From an optimization exercise on the open Yosys and OpenROAD flow, aimed at a short achievable clock period and few clock cycles; shortcuts taken in it are not production practice.
Only simulation tests tie the RTL to the original design; equivalence was not proved.

Setup of rev 12:
## core_risc_v
module core_risc_v #(parameter DATA_WIDTH = 32, parameter ADDR_WIDTH = 32)(
	input clk_O,
	input rst,
	output [(ADDR_WIDTH-1):0] PC,
	input [31:0] Instr_out,
	input [(DATA_WIDTH-1):0] data_o_map,
	output MemWrite,
	output MemRead,
	output [(ADDR_WIDTH-1):0] Result,
	output [(DATA_WIDTH-1):0] rd2
);
localparam [31:0] RESET_PC = 32'h0040_0000;
localparam [31:0] RESET_SP = 32'h7FFF_EFFC;
localparam BTB_N  = 16;                 
localparam BTB_PW = 4;                  
localparam BTB_TW = 14;                 
localparam BTB_LB = 14;                 
reg [31:0] pc_f;
reg        v_d;
reg [31:0] ir_d, pc_d, pn_d;
reg        hit_d;
reg        v_e;
reg [31:0] pc4_e, tgt_e, jchk_e, imm_e, idres_e, op1_e, op2_e;
reg [4:0]  rd_e;
reg        we_e, isB_e, isJAL_e, isJALR_e, isL_e, isS_e, isMul_e, srcB_e;
reg        f3eq_e, f3ne_e, pn_is_pc4_e, pn_is_tgt_e;
reg        f1_e, f2_e;                  
reg [31:0] mop1_en, mop2_en;
reg        mf1_en, mf2_en;
reg [31:0] res_mx;                      
reg        op_add_e, op_sub_e, op_sll_e, op_slt_e, op_sltu_e, op_xor_e,
           op_srl_e, op_or_e, op_and_e, op_id_e;
reg        ctl_e;                       
reg [BTB_TW-1:0] btag_e;
reg [31:0] res_mn, st_m, ms_m, mc_m;    
reg        mr_m, we_m, isMul_m;
wire [31:0] res_m = ~res_mn;
reg [31:0] pc_o, res_o;
reg        mw_o, mr_o;
reg [4:0]  rd_m;
reg [31:0] rf [1:31];
reg [31:0] rfv;
reg              btb_v   [0:BTB_N-1];
reg [BTB_TW-1:0] btb_tag [0:BTB_N-1];
reg [BTB_LB-1:0] btb_tgt [0:BTB_N-1];
reg              bu_en, bu_v;
reg [BTB_TW-1:0] bu_tag;
reg [BTB_PW-1:0] btb_ptr;               
reg [BTB_LB-1:0] bu_tgt;
assign PC       = pc_o;
assign Result   = res_o;
assign rd2      = st_m;
assign MemWrite = mw_o;
assign MemRead  = mr_o;
wire [BTB_TW-1:0] f_tag = pc_f[2 +: BTB_TW];
reg  [BTB_N-1:0]  f_way;
reg  [BTB_LB-1:0] f_tgt;
integer k;
always @* begin
	f_tgt = {BTB_LB{1'b0}};
	for (k = 0; k < BTB_N; k = k + 1) begin
		f_way[k] = btb_v[k] && (btb_tag[k] == f_tag);
		f_tgt = f_tgt | ({BTB_LB{f_way[k]}} & btb_tgt[k]);
	end
end
wire              f_hit = |f_way;
wire [31:0]       pc4_f = pc_f + 32'd4;
  ...
For scale: ~160 I/O pins.
export LEC_CHECK = 0
export ABC_CLOCK_PERIOD_IN_PS = 5000
export CAP_MARGIN = 20
export CORE_MARGIN = 2
export CORE_UTILIZATION = 60
export PLACE_DENSITY = 0.7
export SLEW_MARGIN = 20
export SYNTH_HIERARCHICAL = 1
create_clock -name core_clock -period 25.0 [get_ports {clk_O}]
standard.sh (not shown) runs the stock make flow with config.mk's settings and CLKGATE_MAP_FILE= SYNTH_SCRIPT=/design/flow/synth_recipe.tcl, a recipe that flattens the netlist after the stock synthesis.
==> flow/flow/run.sh <==
#!/bin/bash
# Layout flow: the standard ORFS flow (standard synthesis unchanged), with
#  - a larger repair_timing setup margin so that the optimiser keeps improving
#    paths that already meet the 25 ns constraint,
#  - unrestricted cell footprints for sizing and buf_4 port buffers,
#  - after global placement, each register that drives an output port moved
#    next to that port's buffer (legalised by the flow's detailed placement).
set -uo pipefail
VARS=(SETUP_SLACK_MARGIN=19 MATCH_CELL_FOOTPRINT=0 "BUFFER_PORTS_ARGS=-buffer_cell sky130_fd_sc_hd__buf_4")
RES=$PWD/orfs/results/sky130hd/core_risc_v/base
bash standard.sh synth > synth.log 2>&1 || exit 1
bash standard.sh 3_3_place_gp "${VARS[@]}" > place_gp.log 2>&1 || exit 1
MOVE_IN=$RES/3_3_place_gp.odb MOVE_OUT=$RES/3_3_place_gp.odb \
  openroad -no_init -exit flow/move_out_ffs.tcl > move.log 2>&1 || exit 1
bash standard.sh finish "${VARS[@]}" > layout.log 2>&1
==> flow/flow/move_out_ffs.tcl <==
# Move each register that drives an output-port buffer next to that buffer,
# so the register-to-port path has a short wire.  Legalised later by the
# flow's detailed placement.
read_db $::env(MOVE_IN)
set block [ord::get_db_block]
set n 0
foreach bterm [$block getBTerms] {
  if { [$bterm getIoType] != "OUTPUT" } { continue }
  set net [$bterm getNet]
  if { $net == "NULL" } { continue }
  set buf ""
  foreach it [$net getITerms] {
    if { [$it isOutputSignal] } { set buf [$it getInst] }
  }
  if { $buf == "" } { continue }
  set ff ""
  foreach it [$buf getITerms] {
    if { [$it isInputSignal] && [$it getNet] != "NULL" } {
      foreach it2 [[$it getNet] getITerms] {
        if { [$it2 isOutputSignal] } { set ff [$it2 getInst] }
      }
    }
  }
  if { $ff == "" } { continue }
  set m [[$ff getMaster] getName]
  if { ![string match "*df*" $m] } { continue }
  set loc [$buf getLocation]
  $ff setLocation [lindex $loc 0] [lindex $loc 1]
  incr n
}
puts "moved $n output registers"
write_db $::env(MOVE_OUT)
Rev 12 completed; timing, DRC and antenna clean
Testbench counts of rev 12, summed over its fixed seeds: cycles 50,860.
diff inputs: rev 12 => rev 13
--- a/flow/design.v
+++ b/flow/design.v
@@ -525,13 +525,13 @@
 reg        mr_m, we_m, isMul_m;
 wire [31:0] res_m = ~res_mn;
 reg [31:0] pc_o, res_o;
 reg        mw_o, mr_o;
 reg [4:0]  rd_m;
 reg [31:0] rf [1:31];
-reg [31:0] rfv;
+reg [31:1] rfv;
 reg              btb_v   [0:BTB_N-1];
 reg [BTB_TW-1:0] btb_tag [0:BTB_N-1];
 reg [BTB_LB-1:0] btb_tgt [0:BTB_N-1];
 reg              bu_en, bu_v;
 reg [BTB_TW-1:0] bu_tag;
 reg [BTB_PW-1:0] btb_ptr;               
@@ -612,28 +612,14 @@
                ((use1_d && rd_e == rs1_d) || (use2_d && rd_e == rs2_d));
 wire [31:0] jchk_d = pn_d - imm_d;
 wire [31:0] dpn_d    = pn_d - pc_d;
 wire pn_is_pc4_d = (dpn_d == 32'd4);
 wire pn_is_tgt_d = (dpn_d == poff_d);
 wire bcond_d     = isB_d & (f3_d[2:1] == 2'b00);           
+wire redir_d     = v_d && !hit_d && (isJAL_d || (bcond_d && immB_d[31]));
 wire off4_d      = (poff_d == 32'd4);
-wire raw1_d = !bp1_d && !f1_d;
-wire raw2_d = !bp2_d && !f2_d;
-wire eqr_d  = (rr1_d == rr2_d);
-wire brdy_d = bcond_d && raw1_d && raw2_d;
-wire btk_d  = f3_d[0] ? ~eqr_d : eqr_d;
-wire jrdy_d = isJALR_d && raw1_d;
-wire jok_d  = (rr1_d == jchk_d);
-wire [31:0] jt_d = rr1_d + imm_d;
-wire rjal_d  = isJAL_d && !pn_is_tgt_d;
-wire rbr_d   = brdy_d && (btk_d ? !pn_is_tgt_d : !pn_is_pc4_d);
-wire rbtfn_d = bcond_d && !brdy_d && !hit_d && immB_d[31];
-wire rjr_d   = jrdy_d && !jok_d;
-wire redir_d = v_d && (rjal_d || rbr_d || rbtfn_d || rjr_d);
-wire rnt_d   = rbr_d && !btk_d;             
-wire [31:0] rdt_d = rjr_d ? jt_d : rnt_d ? pc4_d : tgt_d;
 wire [31:0] A   = f1_e ? res_m : op1_e;
 wire [31:0] B2  = f2_e ? res_m : op2_e;
 wire [31:0] B   = srcB_e ? imm_e : B2;
 wire [31:0] sum   = A + B;
 wire [31:0] diff  = A - B;
 wire        lt_u  = (A < B);
@@ -658,13 +644,13 @@
                        isJALR_e ? jmis_e : isJAL_e ? ~pn_is_tgt_e : ~pn_is_pc4_e);
 wire [31:0] rtgt_e = (taken_e | isJAL_e) ? tgt_e : isJALR_e ? sum : pc4_e;
 wire [31:0] MA = ~mf1_en ? res_mx : ~mop1_en;
 wire [31:0] MB = ~mf2_en ? res_mx : ~mop2_en;
 wire [31:0] ms_e, mc_e;
 mul_stage1 MUL1(.a(MA), .b(MB), .s(ms_e), .c(mc_e));
-wire [31:0] pc_nx = mis_e ? rtgt_e : stall_d ? pc_f : redir_d ? rdt_d : pn_f;
+wire [31:0] pc_nx = mis_e ? rtgt_e : stall_d ? pc_f : redir_d ? tgt_d : pn_f;
 always @(posedge clk_O or posedge rst) begin
 	if (rst) begin
 		pc_f    <= RESET_PC;
 		v_d     <= 1'b0;
 		v_e     <= 1'b0;
 		mr_m    <= 1'b0;
@@ -689,15 +675,15 @@
 		ir_d  <= Instr_out;
 		pc_d  <= pc_f;
 		pn_d  <= pn_f;
 		hit_d <= f_hit;
 		pc4_e     <= pc4_d;
 		tgt_e     <= tgt_d;
-		jchk_e    <= (redir_d && rjr_d) ? rr1_d : jchk_d;
-		pn_is_pc4_e <= redir_d ? (rnt_d | off4_d) : pn_is_pc4_d;
-		pn_is_tgt_e <= redir_d ? (~rnt_d | off4_d) : pn_is_tgt_d;
+		jchk_e    <= jchk_d;
+		pn_is_pc4_e <= redir_d ? off4_d : pn_is_pc4_d;
+		pn_is_tgt_e <= redir_d ? 1'b1 : pn_is_tgt_d;
 		imm_e     <= imm_d;
 		idres_e   <= idres_d;
 		op1_e     <= op1_d;
 		op2_e     <= op2_d;
 		f1_e      <= f1_d;
 		f2_e      <= f2_d;
@@ -743,13 +729,13 @@
 	bu_tag <= btag_e;
 	bu_tgt <= rtgt_e[BTB_LB-1:0];
 	bu_v   <= ctl_e & (taken_e | isJALR_e | ~isB_e);
 end
 always @(posedge clk_O or posedge rst) begin
 	if (rst)
-		rfv <= 32'd0;
+		rfv <= 31'd0;
 	else if (we_m)
 		rfv[rd_m] <= 1'b1;
 end
 always @(posedge clk_O) begin
 	if (we_m)
 		rf[rd_m] <= mval;
- Max achievable clock frequency across rev 12 and rev 13: rev 13
- Between rev 12 and rev 13, the number of optimization iterations in the first detailed-route pass is higher for rev 13.
- | number of flip-flops and latches in the synthesized netlist | rev 13 vs rev 12 | ≈ equal |
- Comparing synthesized cell count for rev 12 and rev 13, the bigger number came from rev 12.
- Combined area of all synthesized cells, rev 12 and rev 13: larger value in rev 12
Testbench counts of rev 13, summed over its fixed seeds: cycles 51,191.

[separate check: timing with driven ports]
The flow's constraints put no driver on any port. The routed layouts listed below were extracted and timed again, unchanged, in two steps. Step 1, drivers: a clkbuf_16 drives clk_O and a buf_2 each remaining input, both assumed. Step 2, shift: input delay + t, output delay - t, t = (earliest + latest rising clock arrival at the registers) / 2. This alone moves slack from input paths to output paths. Slacks: ideal / step 1 / step 2; pairs: ideal / step 1.
run | shift t [ns] | setup WS [ns] | hold slack, ns
rev 12 | 1.007 | 18.538 / 18.517 / 18.010 | 0.346 / 0.346 / 0.346
rev 13 | 0.969 | 18.647 / 18.550 / 17.924 | 0.342 / 0.342 / 0.342
After both steps every run listed still meets setup and hold. For rev 13, which loses most, drivers alone change the setup slack by -0.097 ns; drivers and shift together by -0.723 ns.
